What follows belongs to an exercise in optimizing a design on an open flow for small area; a production flow would make more cautious choices. Only simulation tests tie the RTL to the original design; equivalence was not proved. Power figures rest on the tool's default switching activity, not on a simulated workload.

<file path="flow/flow/run.sh">
#!/bin/bash
# Standard ORFS layout with two changes: the port buffers use the smallest buffer
# cell, and the clock tree is built with the clustering and buffers given below,
# without dummy loads.
set -euo pipefail
export BUFFER_PORTS_ARGS="-buffer_cell sky130_fd_sc_hd__buf_1"
export CTS_ARGS="-sink_clustering_enable -repair_clock_nets -buf_list sky130_fd_sc_hd__clkbuf_8 -sink_clustering_size 20 -sink_clustering_max_diameter 70 -dont_use_dummy_load"
bash standard.sh > standard_make.log 2>&1
</file>
<file path="flow/design.v">
module sync_fifo #(
	parameter	DEPTH=8,
	parameter	WIDTH=32,
	parameter	AF_LEVEL = 1,
	parameter	AE_LEVEL = 1,
	parameter	DEPTH_LOG=$clog2(DEPTH)
)(
	input					clk,
	input					rstn,
	input					push,
	input					pop,
	input 		[WIDTH-1:0]	din,
	output 		[WIDTH-1:0]	dout,
	output					full,
	output					empty,
	output					a_full,
	output					a_empty
);
	reg [WIDTH-1:0]		mem[DEPTH-1:0];
	integer i;
	always @(posedge clk)
	if (push) begin
		mem[0] <= din;
		for (i=1; i<DEPTH; i=i+1)
			mem[i] <= mem[i-1];
	end
	reg [4:0]	jc;
	wire		up = push & ~pop;
	wire		dn = pop & ~push;
	wire		hold = ~(up | dn);
	wire [4:0]	jc_n;
	wire [4:0]	jl = {jc[3:0], ~jc[4]};	 
	wire [4:0]	jr = {~jc[0], jc[4:1]};	 
	genvar k;
	generate for (k=0; k<5; k=k+1) begin : jn
		fifo_aoi222 u (.a0(up), .b0(jl[k]), .a1(dn), .b1(jr[k]), .a2(hold), .b2(jc[k]), .y(jc_n[k]));
	end endgenerate
	always @(posedge clk, negedge rstn)
	if		(!rstn)
		jc <= 5'b00000;
	else
		jc <= ~jc_n;
	wire [8:0] st;
	assign st[0] = ~jc[0] & ~jc[4];
	assign st[1] =  jc[0] & ~jc[1];
	assign st[2] =  jc[1] & ~jc[2];
	assign st[3] =  jc[2] & ~jc[3];
	assign st[4] =  jc[3] & ~jc[4];
	assign st[5] =  jc[4] &  jc[0];
	assign st[6] = ~jc[0] &  jc[1];
	assign st[7] = ~jc[1] &  jc[2];
	assign st[8] = ~jc[2] &  jc[3];
	genvar b;
	generate for (b=0; b<WIDTH; b=b+1) begin : rdb
		wire g0, g1;
		fifo_aoi222 u0 (.a0(st[1]), .b0(mem[0][b]), .a1(st[2]), .b1(mem[1][b]), .a2(st[3]), .b2(mem[2][b]), .y(g0));
		fifo_aoi222 u1 (.a0(st[4]), .b0(mem[3][b]), .a1(st[5]), .b1(mem[4][b]), .a2(st[6]), .b2(mem[5][b]), .y(g1));
		fifo_rdout  u2 (.g0(g0), .g1(g1), .a0(st[7]), .b0(mem[6][b]), .a1(st[8]), .b1(mem[7][b]), .y(dout[b]));
	end endgenerate
	assign	full    = st[8];
	assign	a_full  = ~jc[1] & jc[3];	 
	assign	empty   = st[0];
	assign	a_empty = ~jc[1] & ~jc[4];	 
endmodule
module fifo_aoi222 (input a0, b0, a1, b1, a2, b2, output y);
	assign y = ~((a0 & b0) | (a1 & b1) | (a2 & b2));
endmodule
module fifo_rdout (input g0, g1, a0, b0, a1, b1, output y);
	assign y = ~(g0 & g1) | (a0 & b0) | (a1 & b1);
endmodule
</file>
<file path="flow/constraint.sdc">
create_clock -name core_clock -period 5.0 [get_ports {clk}]
set_input_delay 1.0000 -clock core_clock [delete_from_list [all_inputs] [get_ports {clk}]]
set_output_delay 1.0000 -clock core_clock [all_outputs]
set_load 0.01 [all_outputs]
</file>
<file path="flow/standard.sh">
#!/bin/bash
# synth_recipe.tcl (not shown) runs the flow's synth.tcl, then flattens the netlist and writes it again
# the make line also repeats each setting of config.mk as NAME=value (left out here)
make -C /OpenROAD-flow-scripts/flow DESIGN_CONFIG=/design/flow/config.mk WORK_HOME=/design/flow/orfs CLKGATE_MAP_FILE= SYNTH_SCRIPT=/design/flow/synth_recipe.tcl "${@:-finish}"
</file>
<file path="flow/config.mk">
export PLATFORM = sky130hd
export DESIGN_NAME = sync_fifo
export DESIGN_NICKNAME = sync_fifo
export VERILOG_FILES = /design/flow/design.v
export SDC_FILE = /design/flow/constraint.sdc
export NUM_CORES = 4
export LEC_CHECK = 0
export CAP_MARGIN = 0
export CORE_MARGIN = 2
export CORE_UTILIZATION = 75
export SLEW_MARGIN = 0
export SYNTH_HIERARCHICAL = 1
export SYNTH_MINIMUM_KEEP_SIZE = 0
</file>
==> reports/metrics.csv, run 1 <==
metric;value;unit
grt_antenna_before_repair;0;
rsz0062_at_grt;no;
die_area;12900;sq um
dp_hpwl;9040;um
syn_to_final_growth;8.42;%
critPathMaxFanout;32;
synth-seq-cells;261;
cts_tree;built;
grt_pass1_vias;4740;
cts_num_sinks;261;
drc_errors;0;
slowest_stage;nor2b_4;
portBuffers;71;
wl;16200;um
synth_top_area_share;0.851;
holdWs;0.325;ns
crit_arrival;2.53;ns
coreArea;11900;sq um
grt_pass1_wl;24600;um
final_common_cell;edfxtp_1;
post-route-min-period;3.53;ns
cts_buffers;17;
die_w;114;um
critPathKind;reg -> out;
max-vdd-ir-drop;0.394;mV
stdcell_count;653;
fin_crit_sh;0.707;
outcome;finished clean;
cts_max_path_buffers;3;
yosysTopAreaCell;edfxtp_1;
yosys_warnings;9;
cts_setup_buffers;0;
clock.fmax;0.283;GHz
required;4.00;ns
fin_setup_tns;0;ns
syn-num-nets;454;
path_cells;nor2b_4 -> a222oi_1 -> nand3_1 -> buf_1;
dp.cells;636;
layout.nets;546;
detail_route.wl_per_cell;24.7;um
drive_gt1_frac;0.0553;
grt-ovfl-total;0;
vias_per_cell;7.26;
drv_cap;0;
ant_nets;0;
die_h;114;um
cts.reportedPaths.clkPinSlew;0.11;ns
place_congestion;0.731;
worst-r2r-setup-slack;3.90;ns
ys_seq_area_frac;0.865;
syn_avg_cell_area;21.7;sq um
cts_resized;0;
hold_viol;0;
layout_common_cells;edfxtp_1, buf_1, a222oi_1, a22oi_1, nand3_1;
dpl_worst_slack;2.02;ns
num_io_pins;72;
holdBufCountCts;0;
slew_headroom;0.349;
hold_path.class;in -> async;
setup_ws;1.47;ns
clockRootBuffer;clkbuf_8;
worst_slew_pin_slew;0.974;ns
diodes;0;
dr_total_vias;4738;
netlist_top_cells_area;edfxtp_1, a222oi_1, a22oi_1, nand3_1, dfrtp_1;
drv_slew;0;
powerDensity;445;nW/um^2
report.power.total;4360;uW
track_usage;0.250;
dr.pass1.iters;6;
start_util;0.761;
syn-instance-count;416;
grt_max_degree;164;
drt_iter0_drc;985;
setup_violations;0;
end_kind;output pin;
netlist_area;9030;sq um
cp-start-kind;flip-flop;
rows;40;
clkLatencyLatePin;0.50;ns
yosysUniqueCellTypes;11;
h-tree-depth;1;
skew;0.0631;ns
slowest_delay;0.86;ns
p_leak;0.00319;uW
## kinds of logic (layout without fill, tap and decap cells)
group,Yosys count,count (layout),synth area share
buffers and inverters,9,99,0.00374
flip-flops,261,261,0.865
adder cells (fa/ha/maj),2,2,0.00277
AND/OR/NAND/NOR,43,43,0.0252
AO/OA/AOI/OAI,101,101,0.103
## stage by stage
step / area (sq um) / util
floorplan: 9030 / -
global placement: 9560 / 0.806
detailed placement: 9560 / 0.806
CTS: 9790 / 0.825
global route: 9790 / 0.825
finish: 9790 / 0.825
## Yosys cell counts
cell      number
a222oi_1      69
and2b_2        1
a22oi_1       32
nor2_1         2
dfrtp_1        5
nand3_1       32
ha_1           2
edfxtp_1     256
and2_2         1
nor2b_1        7
inv_1          9
## path summary, 6_finish.rpt
kind,startpoint,endpoint,cells after the start
worst max register to register,jc[2],jc[3],2
max in group asynchronous,rstn,jc[1],1
worst max-delay path,jc[2],dout[12],4
worst min register to register,mem[3][1],mem[4][1],0
worst min-delay path,rstn,jc[3],1
min in group core_clock,mem[3][1],mem[4][1],0
## worst max-delay path: cells and delay by family, from the launching register on
family	cells	cell delay, ns
simple gates	2	1.04
compound gates	1	0.26
flops	1	0.55
buf+inv	1	0.16
## state kept, by name, summed over array words and instances, names as in the netlist
register and flops:
jc 5, mem 256
## cell type report
class                           count  area [sq um]
Clock buffer                       17           234
Fill cell                         563          2070
Timing Repair Buffer               73           298
Inverter                            9          33.8
Multi-Input combinational cell    146          1230
Sequential cell                   261          7810
Tap cell                          147           184
## layer usage
layer / global-route usage / vias to the layer above / part of all wire
li1: - / 2052 / -
met5: 0 / - / 0
met3: 0.0404 / 36 / 0.091
met2: 0.419 / 295 / 0.50
met4: 0.0846 / 0 / 0.028
met1: 0.347 / 2355 / 0.38
## where the power goes
| group | internal [uW] | leakage [uW] | switching, uW |
|---|---|---|---|
| combinational | 286 | 0.000497 | 530 |
| clock | 308 | 0.000122 | 571 |
| sequential | 2570 | 0.00257 | 93.0 |
## modules after synthesis (local to each module, per instance)
module,flip-flops and latches,area [sq um],cells,times used
fifo_aoi222,0,10.0,1,69
fifo_rdout,0,12.5,2,32
sync_fifo,261,7940,283,1
==> run 2, diff against run 1 <==
==> flow/flow/run.sh (replaced) <==
#!/bin/bash
# Standard ORFS layout with three changes: the port buffers use the smallest buffer
# cell; the clock tree is built from clkbuf_8 sink clusters of up to 20 flip-flops,
# without dummy loads; and after global routing, gates on paths with slack are
# downsized (ORFS's power recovery step, which also recovers area).
set -euo pipefail
export BUFFER_PORTS_ARGS="-buffer_cell sky130_fd_sc_hd__buf_1"
export CTS_ARGS="-sink_clustering_enable -repair_clock_nets -buf_list sky130_fd_sc_hd__clkbuf_8 -sink_clustering_size 20 -sink_clustering_max_diameter 70 -dont_use_dummy_load"
export RECOVER_POWER=100
bash standard.sh > standard_make.log 2>&1
--- a/flow/config.mk
+++ b/flow/config.mk
@@ -7,7 +7,7 @@
 export LEC_CHECK = 0
 export CAP_MARGIN = 0
 export CORE_MARGIN = 2
-export CORE_UTILIZATION = 75
+export CORE_UTILIZATION = 65
 export SLEW_MARGIN = 0
 export SYNTH_HIERARCHICAL = 1
 export SYNTH_MINIMUM_KEEP_SIZE = 0
==> run 2 against run 1 <==
Against the previous run:
- worst setup slack got worse by 0.53 ns
- first-iteration DRC count decreased by 6.2%
- critical path type unchanged
- non-clock buffer count decreased by 1
- synthesized cell count unchanged
- the layout now fails its checks (capacitance limit, slew limit)
- via count decreased by 1.3%
- total power increased by 0.56%
- combinational power increased by 0.7%
- design area increased by 0.17%
- count of clock-buffer cells in the layout unchanged
- clock skew increased by 0.0073 ns
- critical path depth unchanged
==> reports/metrics.csv, run 2 <==
metric;value;unit;change
dr.pass1.iters;6;;unchanged
wl;16700;um;was 16,200 um
top_regs;mem x256, jc x5;;unchanged
switchingPower;1220;uW;was 1190 uW
detail_route.wl_per_cell;24.4;um;was 24.7 um
fin_area;9810;sq um;was 9790 sq um
grt_antenna_before_repair;0;;unchanged
largest_register;mem;;unchanged
synthTopCellsByCount;edfxtp_1, a222oi_1, a22oi_1, nand3_1, inv_1;;unchanged
critPathBufInv;1;;unchanged
outcome;failed layout checks;;was finished clean
setup_violations;0;;unchanged
yosysMostFrequentCell;edfxtp_1;;unchanged
slew_headroom;-0.320;;was 0.349
yosys_warnings;9;;unchanged
cts_setup_buffers;0;;unchanged
die_w;122;um;was 114 um
syn-num-nets;454;;unchanged
crit_arrival;3.06;ns;was 2.53 ns
hold_path.class;in -> async;;unchanged
dominantRegCellSynth;edfxtp_1;;unchanged
p_leak;0.00318;uW;was 0.00319 uW
p_seq_frac;0.608;;was 0.611
fin_setup_tns;0;ns;unchanged
vias_per_cell;6.83;;was 7.26
stdcell_count;685;;was 653
start_util;0.658;;was 0.761
cts_tree;built;;unchanged
clock_power_share;0.205;;was 0.202
final_common_cell;edfxtp_1;;unchanged
netlist_top_cells_area;edfxtp_1, a222oi_1, a22oi_1, nand3_1, dfrtp_1;;unchanged
synth_enable_flop_cells;256;;unchanged
syn_to_final_growth;8.60;%;was 8.42%
failed_checks;capacitance limit, slew limit;;
slowest_stage;nor2b_2;;was nor2b_4
cp_top_family;simple AND/OR/NAND/NOR gates;;unchanged
dp.cells;668;;was 636
drive_gt1_frac;0.0515;;was 0.0553
slowest_delay;1.37;ns;was 0.86 ns
cts.reportedPaths.clkPinSlew;0.11;ns;about the same
holdBufCountCts;0;;unchanged
place_congestion;0.768;;was 0.731
dpl_worst_slack;1.94;ns;was 2.02 ns
synth_top_area_share;0.851;;unchanged
drc_errors;0;;unchanged
synth-async-reset-ratio;0.0192;;unchanged
h-tree-depth;1;;unchanged
internal_power;3160;uW;about the same
rows;43;;was 40
sw_frac_of_total;0.278;;was 0.274
skew;0.0704;ns;was 0.0631 ns
clockRootBuffer;clkbuf_8;;unchanged
track_usage;0.225;;was 0.250
syn_avg_cell_area;21.7;sq um;unchanged
setup_ws;0.939;ns;was 1.47 ns
required;4.00;ns;about the same
placed_area;9590;sq um;was 9560 sq um
layout_common_cells;edfxtp_1, a222oi_1, buf_1, a22oi_1, nand3_1;;was edfxtp_1, buf_1, a222oi_1, a22oi_1, nand3_1
ant_nets;0;;unchanged
max-vdd-ir-drop;0.307;mV;was 0.394 mV
portBuffers;71;;unchanged
layout.nets;545;;was 546
drv_slew;295;;was 0
grt-ovfl-total;0;;unchanged
coreArea;13700;sq um;was 11,900 sq um
fill_cells;833;;was 563
die_h;122;um;was 114 um
synth-seq-cells;261;;unchanged
cts_resized;0;;unchanged
grt_pass1_vias;4600;;was 4,740
grt_pass1_wl;25400;um;was 24,600 um
yosysTopAreaCell;edfxtp_1;;unchanged
syn-instance-count;416;;unchanged
dp_hpwl;8610;um;was 9040 um
fin_crit_sh;0.812;;was 0.707
num_io_pins;72;;unchanged
holdWs;0.323;ns;was 0.325 ns
cp-start-kind;flip-flop;;unchanged
drt_iter0_drc;924;;was 985
netlist_area;9030;sq um;unchanged
die_area;14900;sq um;was 12,900 sq um
post-route-min-period;4.06;ns;was 3.53 ns
p_comb_frac;0.188;;about the same
critPathMaxFanout;33;;was 32
clkLatencyLatePin;0.50;ns;about the same
drv_cap;3;;was 0
cts_num_sinks;261;;unchanged
hold_viol;0;;unchanged
critPathKind;reg -> out;;unchanged
rsz0062_at_grt;no;;unchanged
end_kind;output pin;;unchanged
clock.fmax;0.246;GHz;was 0.283 GHz
diodes;0;;unchanged
path_cells;nor2b_2 -> a22oi_1 -> nand3_1 -> buf_1;;was nor2b_4 -> a222oi_1 -> nand3_1 -> buf_1
cts_buffers;17;;unchanged
yosysUniqueCellTypes;11;;unchanged
largest_reg_flops;256;;unchanged
cts_max_path_buffers;3;;unchanged
powerDensity;447;nW/um^2;was 445 nW/um^2
worst_slew_pin_slew;1.98;ns;was 0.974 ns
dr_total_vias;4676;;was 4,738
grt_max_degree;223;;was 164
ys_seq_area_frac;0.865;;unchanged
run 2: cell counts after synthesis:
No cell type changed its count.
run 2: layout make-up:
cell class	count	area [sq um]	share of cell area
clock buffer	17	234	0.0239
inverter	9	33.8	0.00344
multi-input combinational	146	1220	0.125
sequential	261	7810	0.797
tap	180	225	0.0230
timing repair buffer	72	278	0.0283
run 2: power by group through the flow:
stage	clock network (uW)	registers [uW]	logic [uW]
after floorplan	0	2670	478
after global placement	0	2690	819
after detailed placement	0	2710	824
after CTS	930	2660	832
after global routing	993	2680	893
final	896	2660	823
run 2: kinds of logic after synthesis:
| kind of cell | share of synthesized area |
|---|---|
| compound gates | 0.103 |
| buf+inv | 0.00374 |
| fa+ha+maj | 0.00277 |
| simple gates | 0.0252 |
| flops | 0.865 |
run 2: metal layers:
metal	vias up	part of all wire	track usage
li1	2051	-	-
met1	2365	0.42	0.347
met2	245	0.49	0.355
met3	15	0.087	0.0356
met4	0	0.0091	0.0395
met5	-	0	0
run 2: path summary, 6_finish.rpt:
check / startpoint / endpoint / slack [ns] / depth (start not counted)
setup reg to reg: jc[4] / jc[0] / 3.87 / 3
setup / recovery: jc[3] / dout[31] / 0.94 / 4
hold / removal: rstn / jc[2] / 0.32 / 1
max in group asynchronous: rstn / jc[0] / 4.38 / 1
min in group core_clock: mem[6][6] / mem[7][6] / 0.38 / 0
hold reg to reg: mem[6][6] / mem[7][6] / 0.38 / 0
run 2: metrics by stage:
| step | power (uW) | utilization |
|---|---|---|
| 2_1_floorplan | 3140 | - |
| 3_3_place_gp | 3510 | 0.699 |
| 3_5_place_dp | 3530 | 0.699 |
| 4_1_cts | 4420 | 0.716 |
| 5_1_grt | 4560 | 0.715 |
| 6_report | 4380 | 0.715 |
run 2: Yosys stat by module (local to each module, per instance):
module	flops+latches	cells	area (sq um)	copies in the design
sync_fifo	261	283	7940	1
fifo_rdout	0	2	12.5	32
fifo_aoi222	0	1	10.0	69
==> run 3, diff against run 2 <==
==> flow/flow/run.sh (replaced) <==
#!/bin/bash
# Standard ORFS layout with two changes: the port buffers use the smallest buffer
# cell, and the clock tree is built with the clustering and buffers given below,
# without dummy loads.
set -euo pipefail
export BUFFER_PORTS_ARGS="-buffer_cell sky130_fd_sc_hd__buf_1"
export CTS_ARGS="-sink_clustering_enable -repair_clock_nets -buf_list sky130_fd_sc_hd__clkbuf_8 -sink_clustering_size 20 -sink_clustering_max_diameter 70 -root_buf sky130_fd_sc_hd__clkbuf_4 -tree_buf sky130_fd_sc_hd__clkbuf_4 -dont_use_dummy_load"
bash standard.sh > standard_make.log 2>&1
==> run 3 against run 2 <==
Against the previous run:
- synthesized area stayed put
- global-route usage hardly changed
- register-to-register slack hardly changed
- non-clock buffer count stayed put
- sequential share of layout area hardly changed
- the run now finishes clean
- highest routed layer unchanged
- maximum frequency is 9.1% higher
- clock power is 3.8% lower
- die area stayed put
- largest power group unchanged
- first-iteration DRC count is 0.22% higher
- worst setup slack better by 0.34 ns
==> reports/metrics.csv, run 3 <==
metric;value;unit;change
vias_per_cell;6.79;;was 6.83
p_seq_frac;0.612;;was 0.608
netlist_area;9030;sq um;unchanged
setup_violations;0;;unchanged
die_h;122;um;unchanged
grt-ovfl-total;0;;unchanged
ys_seq_area_frac;0.865;;unchanged
crit_arrival;2.72;ns;was 3.06 ns
grt_pass1_wl;25400;um;about the same
synth-async-reset-ratio;0.0192;;unchanged
synth-seq-cells;261;;unchanged
final_common_cell;edfxtp_1;;unchanged
critPathKind;reg -> out;;unchanged
stdcell_count;686;;was 685
synth_top_family_by_area;compound AO/OA/AOI/OAI gates;;unchanged
p_leak;0.00318;uW;about the same
dr_total_vias;4660;;was 4,676
rsz0062_at_grt;no;;unchanged
netlist_top_cells_area;edfxtp_1, a222oi_1, a22oi_1, nand3_1, dfrtp_1;;unchanged
hold_viol;0;;unchanged
portBuffers;71;;unchanged
synth_top_area_share;0.851;;unchanged
synth_enable_flop_cells;256;;unchanged
wl;16700;um;about the same
syn-num-nets;454;;unchanged
cts_max_path_buffers;3;;unchanged
hold_path.class;in -> async;;unchanged
ant_nets;0;;unchanged
path_cells;nor2b_4 -> a222oi_1 -> nand3_1 -> buf_1;;was nor2b_2 -> a22oi_1 -> nand3_1 -> buf_1
clock.fmax;0.269;GHz;was 0.246 GHz
sw_frac_of_total;0.279;;was 0.278
h-tree-depth;1;;unchanged
powerDensity;443;nW/um^2;was 447 nW/um^2
layout_common_cells;edfxtp_1, buf_1, a222oi_1, a22oi_1, nand3_1;;was edfxtp_1, a222oi_1, buf_1, a22oi_1, nand3_1
start_util;0.658;;unchanged
yosys_warnings;9;;unchanged
switchingPower;1210;uW;was 1220 uW
fin_setup_tns;0;ns;unchanged
clockRootBuffer;clkbuf_4;;was clkbuf_8
yosysUniqueCellTypes;11;;unchanged
clkLatencyLatePin;0.58;ns;was 0.50 ns
critPathBufInv;1;;unchanged
grt_pass1_vias;4594;;was 4,600
detail_route.wl_per_cell;24.4;um;about the same
drc_errors;0;;unchanged
dr.pass1.iters;6;;unchanged
die_area;14900;sq um;unchanged
grt_antenna_before_repair;1;;was 0
critPathMaxFanout;32;;was 33
num_io_pins;72;;unchanged
post-route-min-period;3.72;ns;was 4.06 ns
drv_cap;0;;was 3
dp_hpwl;8610;um;unchanged
dp.cells;668;;unchanged
largest_register;mem;;unchanged
max-vdd-ir-drop;0.304;mV;was 0.307 mV
cp-start-kind;flip-flop;;unchanged
syn_avg_cell_area;21.7;sq um;unchanged
cts.reportedPaths.clkPinSlew;0.11;ns;about the same
synth-compound-area-share;0.103;;unchanged
cts_tree;built;;unchanged
synthSimpleGateAreaFrac;0.0252;;unchanged
clock_power_share;0.198;;was 0.205
internal_power;3130;uW;was 3160 uW
end_kind;output pin;;unchanged
cp_top_family;simple AND/OR/NAND/NOR gates;;unchanged
cts_setup_buffers;0;;unchanged
fill_cells;830;;was 833
slowest_delay;0.95;ns;was 1.37 ns
drive_gt1_frac;0.0535;;was 0.0515
slowest_stage;nor2b_4;;was nor2b_2
cts_num_sinks;261;;unchanged
place_congestion;0.768;;unchanged
fin_crit_sh;0.744;;was 0.812
slew_headroom;0.212;;was -0.320
synth_adder_area_share;0.00277;;unchanged
yosysTopAreaCell;edfxtp_1;;unchanged
skew;0.0689;ns;was 0.0704 ns
yosysMostFrequentCell;edfxtp_1;;unchanged
synthTopCellsByCount;edfxtp_1, a222oi_1, a22oi_1, nand3_1, inv_1;;unchanged
p_comb_frac;0.190;;was 0.188
layout.nets;545;;unchanged
syn-instance-count;416;;unchanged
top_regs;mem x256, jc x5;;unchanged
rows;43;;unchanged
coreArea;13700;sq um;unchanged
syn_to_final_growth;8.62;%;was 8.60%
track_usage;0.225;;about the same
die_w;122;um;unchanged
cts_buffers;17;;unchanged
worst_slew_pin_slew;1.18;ns;was 1.98 ns
grt_max_degree;223;;unchanged
cts_resized;0;;unchanged
dominantRegCellSynth;edfxtp_1;;unchanged
required;4.00;ns;about the same
holdBufCountCts;0;;unchanged
yosys.area_share.xor_xnor;0;;unchanged
muxShareOfSynthArea;0;;unchanged
largest_reg_flops;256;;unchanged
outcome;finished clean;;was failed layout checks
drt_iter0_drc;926;;was 924
drv_slew;0;;was 295
run 3: cell counts after synthesis:
No cell type changed its count.
run 3: path summary, 6_finish.rpt:
kind / cells after the start / start / slack [ns] / end
max in group asynchronous: 1 / rstn / 4.47 / jc[0]
setup reg to reg: 3 / jc[4] / 3.86 / jc[0]
setup / recovery: 4 / jc[2] / 1.28 / dout[15]
hold / removal: 1 / rstn / 0.24 / jc[2]
min in group core_clock: 0 / mem[6][6] / 0.38 / mem[7][6]
hold reg to reg: 0 / mem[6][6] / 0.38 / mem[7][6]
run 3: power by group through the flow:
stage          clock, uW  sequential [uW]  combinational [uW]
3_3_place_gp           0             2690                 819
6_report             862             2660                 826
4_1_cts              897             2660                 832
3_5_place_dp           0             2710                 824
2_1_floorplan          0             2670                 478
5_1_grt              959             2680                 895
run 3: modules after synthesis, one instance, submodules excluded:
module | times used | cells | flops+latches
sync_fifo | 1 | 283 | 261
fifo_rdout | 32 | 2 | 0
fifo_aoi222 | 69 | 1 | 0
run 3: cell families after synthesis:
kind of cell | Yosys count
AO/OA/AOI/OAI | 101
flip-flops | 261
AND/OR/NAND/NOR | 43
buffers and inverters | 9
adder cells (fa/ha/maj) | 2
run 3: final cells by class:
cell class / count / area [sq um] / area share
multi-input combinational: 146 / 1230 / 0.125
inverter: 9 / 33.8 / 0.00344
timing repair buffer: 72 / 290 / 0.0296
tap: 180 / 225 / 0.0230
sequential: 261 / 7810 / 0.797
clock buffer: 17 / 215 / 0.0219
antenna: 1 / 2.50 / 0.000255
run 3: layer usage:
layer / part of all wire / routed length (um) / global-route usage / vias up
met3: 0.087 / 1460 / 0.0356 / 15
met1: 0.42 / 7020 / 0.346 / 2376
met2: 0.48 / 8080 / 0.354 / 220
met4: 0.0096 / 160 / 0.0395 / 0
li1: - / - / - / 2049
met5: 0 / 0 / 0 / -
run 3: per-stage QoR:
stage                     total power, uW  hold WS (ns)  worst slack [ns]  utilization  instance area (sq um)
after detailed placement             3530         0.434              1.94        0.699                   9590
final                                4350         0.239              1.28        0.715                   9810
after global routing                 4530         0.193              1.12        0.715                   9810
after CTS                            4390         0.203              1.27        0.715                   9810
after floorplan                      3140         0.425              1.95            -                   9030
after global placement               3510         0.430              1.97        0.699                   9590
==> run 4, diff against run 3 <==
==> flow/flow/run.sh (replaced) <==
#!/bin/bash
# Standard ORFS layout with two changes: the port buffers use the smallest buffer
# cell, and the clock tree is built with the clustering and buffers given below,
# without dummy loads.
set -euo pipefail
export BUFFER_PORTS_ARGS="-buffer_cell sky130_fd_sc_hd__buf_1"
export CTS_ARGS="-sink_clustering_enable -repair_clock_nets -buf_list sky130_fd_sc_hd__clkbuf_8 -sink_clustering_size 21 -sink_clustering_max_diameter 70 -root_buf sky130_fd_sc_hd__clkbuf_4 -tree_buf sky130_fd_sc_hd__clkbuf_4 -dont_use_dummy_load"
bash standard.sh > standard_make.log 2>&1
--- a/flow/config.mk
+++ b/flow/config.mk
@@ -7,7 +7,7 @@
 export LEC_CHECK = 0
 export CAP_MARGIN = 0
 export CORE_MARGIN = 2
-export CORE_UTILIZATION = 65
+export CORE_UTILIZATION = 75
 export SLEW_MARGIN = 0
 export SYNTH_HIERARCHICAL = 1
 export SYNTH_MINIMUM_KEEP_SIZE = 0
==> run 4 against run 3 <==
Against the previous run:
- clock power decreased by 4.1%
- core utilization increased by 11 points
- final cell count decreased by 5.0%
- highest routed layer unchanged
- critical path type unchanged
==> reports/metrics.csv, run 4 <==
metric;value;unit;change
outcome;finished clean;;unchanged
yosys_warnings;9;;unchanged
cts.reportedPaths.clkPinSlew;0.09;ns;was 0.11 ns
dominantRegCellSynth;edfxtp_1;;unchanged
end_kind;output pin;;unchanged
synth-async-reset-ratio;0.0192;;unchanged
die_w;114;um;was 122 um
endpoint;dout[30];;was dout[15]
dr_total_vias;4732;;was 4,660
grt_max_degree;164;;was 223
cp.depth;4;;unchanged
hold_viol;0;;unchanged
rsz0062_at_grt;no;;unchanged
slowest_stage;nor2b_4;;unchanged
place_congestion;0.731;;was 0.768
clock.fmax;0.279;GHz;was 0.269 GHz
critPathMaxFanout;32;;unchanged
fin_crit_sh;0.717;;was 0.744
p_leak;0.00317;uW;was 0.00318 uW
ys_seq_area_frac;0.865;;unchanged
setup_violations;0;;unchanged
vias_per_cell;7.26;;was 6.79
skew;0.0266;ns;was 0.0689 ns
largest_register;mem;;unchanged
rows;40;;was 43
netlist_top_cells_area;edfxtp_1, a222oi_1, a22oi_1, nand3_1, dfrtp_1;;unchanged
critPathKind;reg -> out;;unchanged
drive_gt1_frac;0.0535;;unchanged
syn_to_final_growth;8.06;%;was 8.62%
grt_pass1_wl;24500;um;was 25,400 um
syn-num-nets;454;;unchanged
grt_pass1_vias;4718;;was 4,594
drv_slew;0;;unchanged
detail_route.wl_per_cell;24.7;um;was 24.4 um
die_area;12900;sq um;was 14,900 sq um
stdcell_count;652;;was 686
num_io_pins;72;;unchanged
clkLatencyLatePin;0.59;ns;was 0.58 ns
required;4.00;ns;about the same
cts_tree;built;;unchanged
max-vdd-ir-drop;0.392;mV;was 0.304 mV
syn_avg_cell_area;21.7;sq um;unchanged
worst_slew_pin_slew;1.01;ns;was 1.18 ns
final_common_cell;edfxtp_1;;unchanged
layout_common_cells;edfxtp_1, buf_1, a222oi_1, a22oi_1, nand3_1;;unchanged
slew_headroom;0.328;;was 0.212
synth_top_area_share;0.851;;unchanged
synth-seq-cells;261;;unchanged
crit_arrival;2.58;ns;was 2.72 ns
grt_antenna_before_repair;0;;was 1
hold_path.class;in -> async;;unchanged
coreArea;11900;sq um;was 13,700 sq um
dp.cells;636;;was 668
drv_cap;0;;unchanged
slowest_delay;0.87;ns;was 0.95 ns
start_util;0.761;;was 0.658
layout.nets;545;;unchanged
yosysTopAreaCell;edfxtp_1;;unchanged
post-route-min-period;3.58;ns;was 3.72 ns
cts_resized;0;;unchanged
ant_nets;0;;unchanged
cts_num_sinks;261;;unchanged
cp_top_family;simple AND/OR/NAND/NOR gates;;unchanged
path_cells;nor2b_4 -> a222oi_1 -> nand3_1 -> buf_1;;unchanged
worstReg2RegEnd;jc[3];;was jc[0]
dr.pass1.iters;8;;was 6
critPathBufInv;1;;unchanged
yosysMostFrequentCell;edfxtp_1;;unchanged
portBuffers;71;;unchanged
clockRootBuffer;clkbuf_4;;unchanged
critPathLaunch;jc[1];;was jc[2]
top_regs;mem x256, jc x5;;unchanged
syn-instance-count;416;;unchanged
diodes;0;;was 1
powerDensity;441;nW/um^2;was 443 nW/um^2
wl;16100;um;was 16,700 um
cp-start-kind;flip-flop;;unchanged
die_h;114;um;was 122 um
reg2reg_depth;2;;was 3
cts_max_path_buffers;3;;unchanged
synthTopCellsByCount;edfxtp_1, a222oi_1, a22oi_1, nand3_1, inv_1;;unchanged
largest_reg_flops;256;;unchanged
grt-ovfl-total;0;;unchanged
drt_iter0_drc;905;;was 926
netlist_area;9030;sq um;unchanged
track_usage;0.250;;was 0.225
drc_errors;0;;unchanged
yosysUniqueCellTypes;11;;unchanged
worst-r2r-setup-slack;3.91;ns;was 3.86 ns
h-tree-depth;1;;unchanged
holdBufCountCts;0;;unchanged
cts_buffers;16;;was 17
fin_setup_tns;0;ns;unchanged
reg2reg_from;jc[2];;was jc[4]
cts_setup_buffers;0;;unchanged
synth_enable_flop_cells;256;;unchanged
dp_hpwl;9040;um;was 8610 um
## run 4: metrics by stage
| step | util | hold slack (ns) | setup slack, ns | cell area [sq um] | power, uW |
|---|---|---|---|---|---|
| finish | 0.823 | 0.272 | 1.42 | 9760 | 4310 |
| detailed placement | 0.806 | 0.435 | 2.02 | 9560 | 3520 |
| global placement | 0.806 | 0.427 | 2.05 | 9560 | 3490 |
| global route | 0.823 | 0.279 | 1.27 | 9760 | 4460 |
| CTS | 0.823 | 0.264 | 1.42 | 9760 | 4320 |
| floorplan | - | 0.425 | 1.95 | 9030 | 3140 |
## run 4: how the worst min path moves through the flow
stage,start,endpoint,slack (ns),depth (start not counted)
after floorplan,mem[0][0],mem[1][0],0.43,0
after global placement,mem[3][31],mem[4][31],0.43,0
after detailed placement,mem[3][16],mem[4][16],0.44,0
after CTS,rstn,jc[4],0.26,1
after global routing,rstn,jc[4],0.28,1
final,rstn,jc[0],0.27,1
## run 4: where the power goes
group          switching, uW  internal [uW]  leakage (uW)
Sequential              92.7           2570       0.00257
Clock                    564            263      0.000107
Combinational            533            286      0.000497
Total                   1190           3120       0.00317
## run 4: final cells by class
cell class,count,area [sq um]
inverters,9,33.8
well taps,147,184
flip-flops and latches,261,7810
multi-input cells,146,1230
clock buffers,16,201
fillers,575,2100
repair buffers,73,298
## run 4: routing by layer
layer | vias up | part of all wire | track usage
li1 | 2053 | - | -
met1 | 2342 | 0.38 | 0.351
met2 | 311 | 0.50 | 0.413
met3 | 26 | 0.10 | 0.0478
met4 | 0 | 0.017 | 0.0756
met5 | - | 0 | 0
## run 4: cells by family after synthesis
kind of cell	after synthesis	share of synthesized area
adder cells (fa/ha/maj)	2	0.00277
buffers and inverters	9	0.00374
flip-flops	261	0.865
AO/OA/AOI/OAI	101	0.103
AND/OR/NAND/NOR	43	0.0252
## run 4: modules after synthesis, one instance, submodules excluded
module,area (sq um),cells
fifo_aoi222,10.0,1
sync_fifo,7940,283
fifo_rdout,12.5,2

==> what the ideal ports hide <==
How much do the figures lean on ideal ports? The routed layouts below were timed once more, with nothing changed but the port constraints. Step 1 sets driving cells, clkbuf_16 on the clock port and buf_2 on the other inputs (assumed; they add their load-dependent delay and slew). Step 2 also shifts input and output timing later by t, the mid clock arrival at the registers, as if the neighbouring blocks saw the same clock. Slacks: ideal ports / drivers / drivers and shift; pairs: ideal ports / drivers.
run | t, ns | setup WS [ns] | clock arrival spread, ns | worst register clock-pin slew, ns | worst data-port slew with drivers (ns)
run 1 | 0.504 | 1.467 / 1.434 / 1.938 | 0.069 / 0.069 | 0.11 / 0.11 | 0.04
run 2 | 0.502 | 0.939 / 0.901 / 0.523 | 0.073 / 0.073 | 0.12 / 0.12 | 0.05
run 3 | 0.590 | 1.279 / 1.241 / 1.830 | 0.081 / 0.081 | 0.12 / 0.12 | 0.05
run 4 | 0.607 | 1.416 / 1.383 / 1.990 | 0.037 / 0.038 | 0.12 / 0.12 | 0.04
For run 2, which loses most, drivers alone change the setup slack by -0.038 ns; drivers and shift together by -0.416 ns.
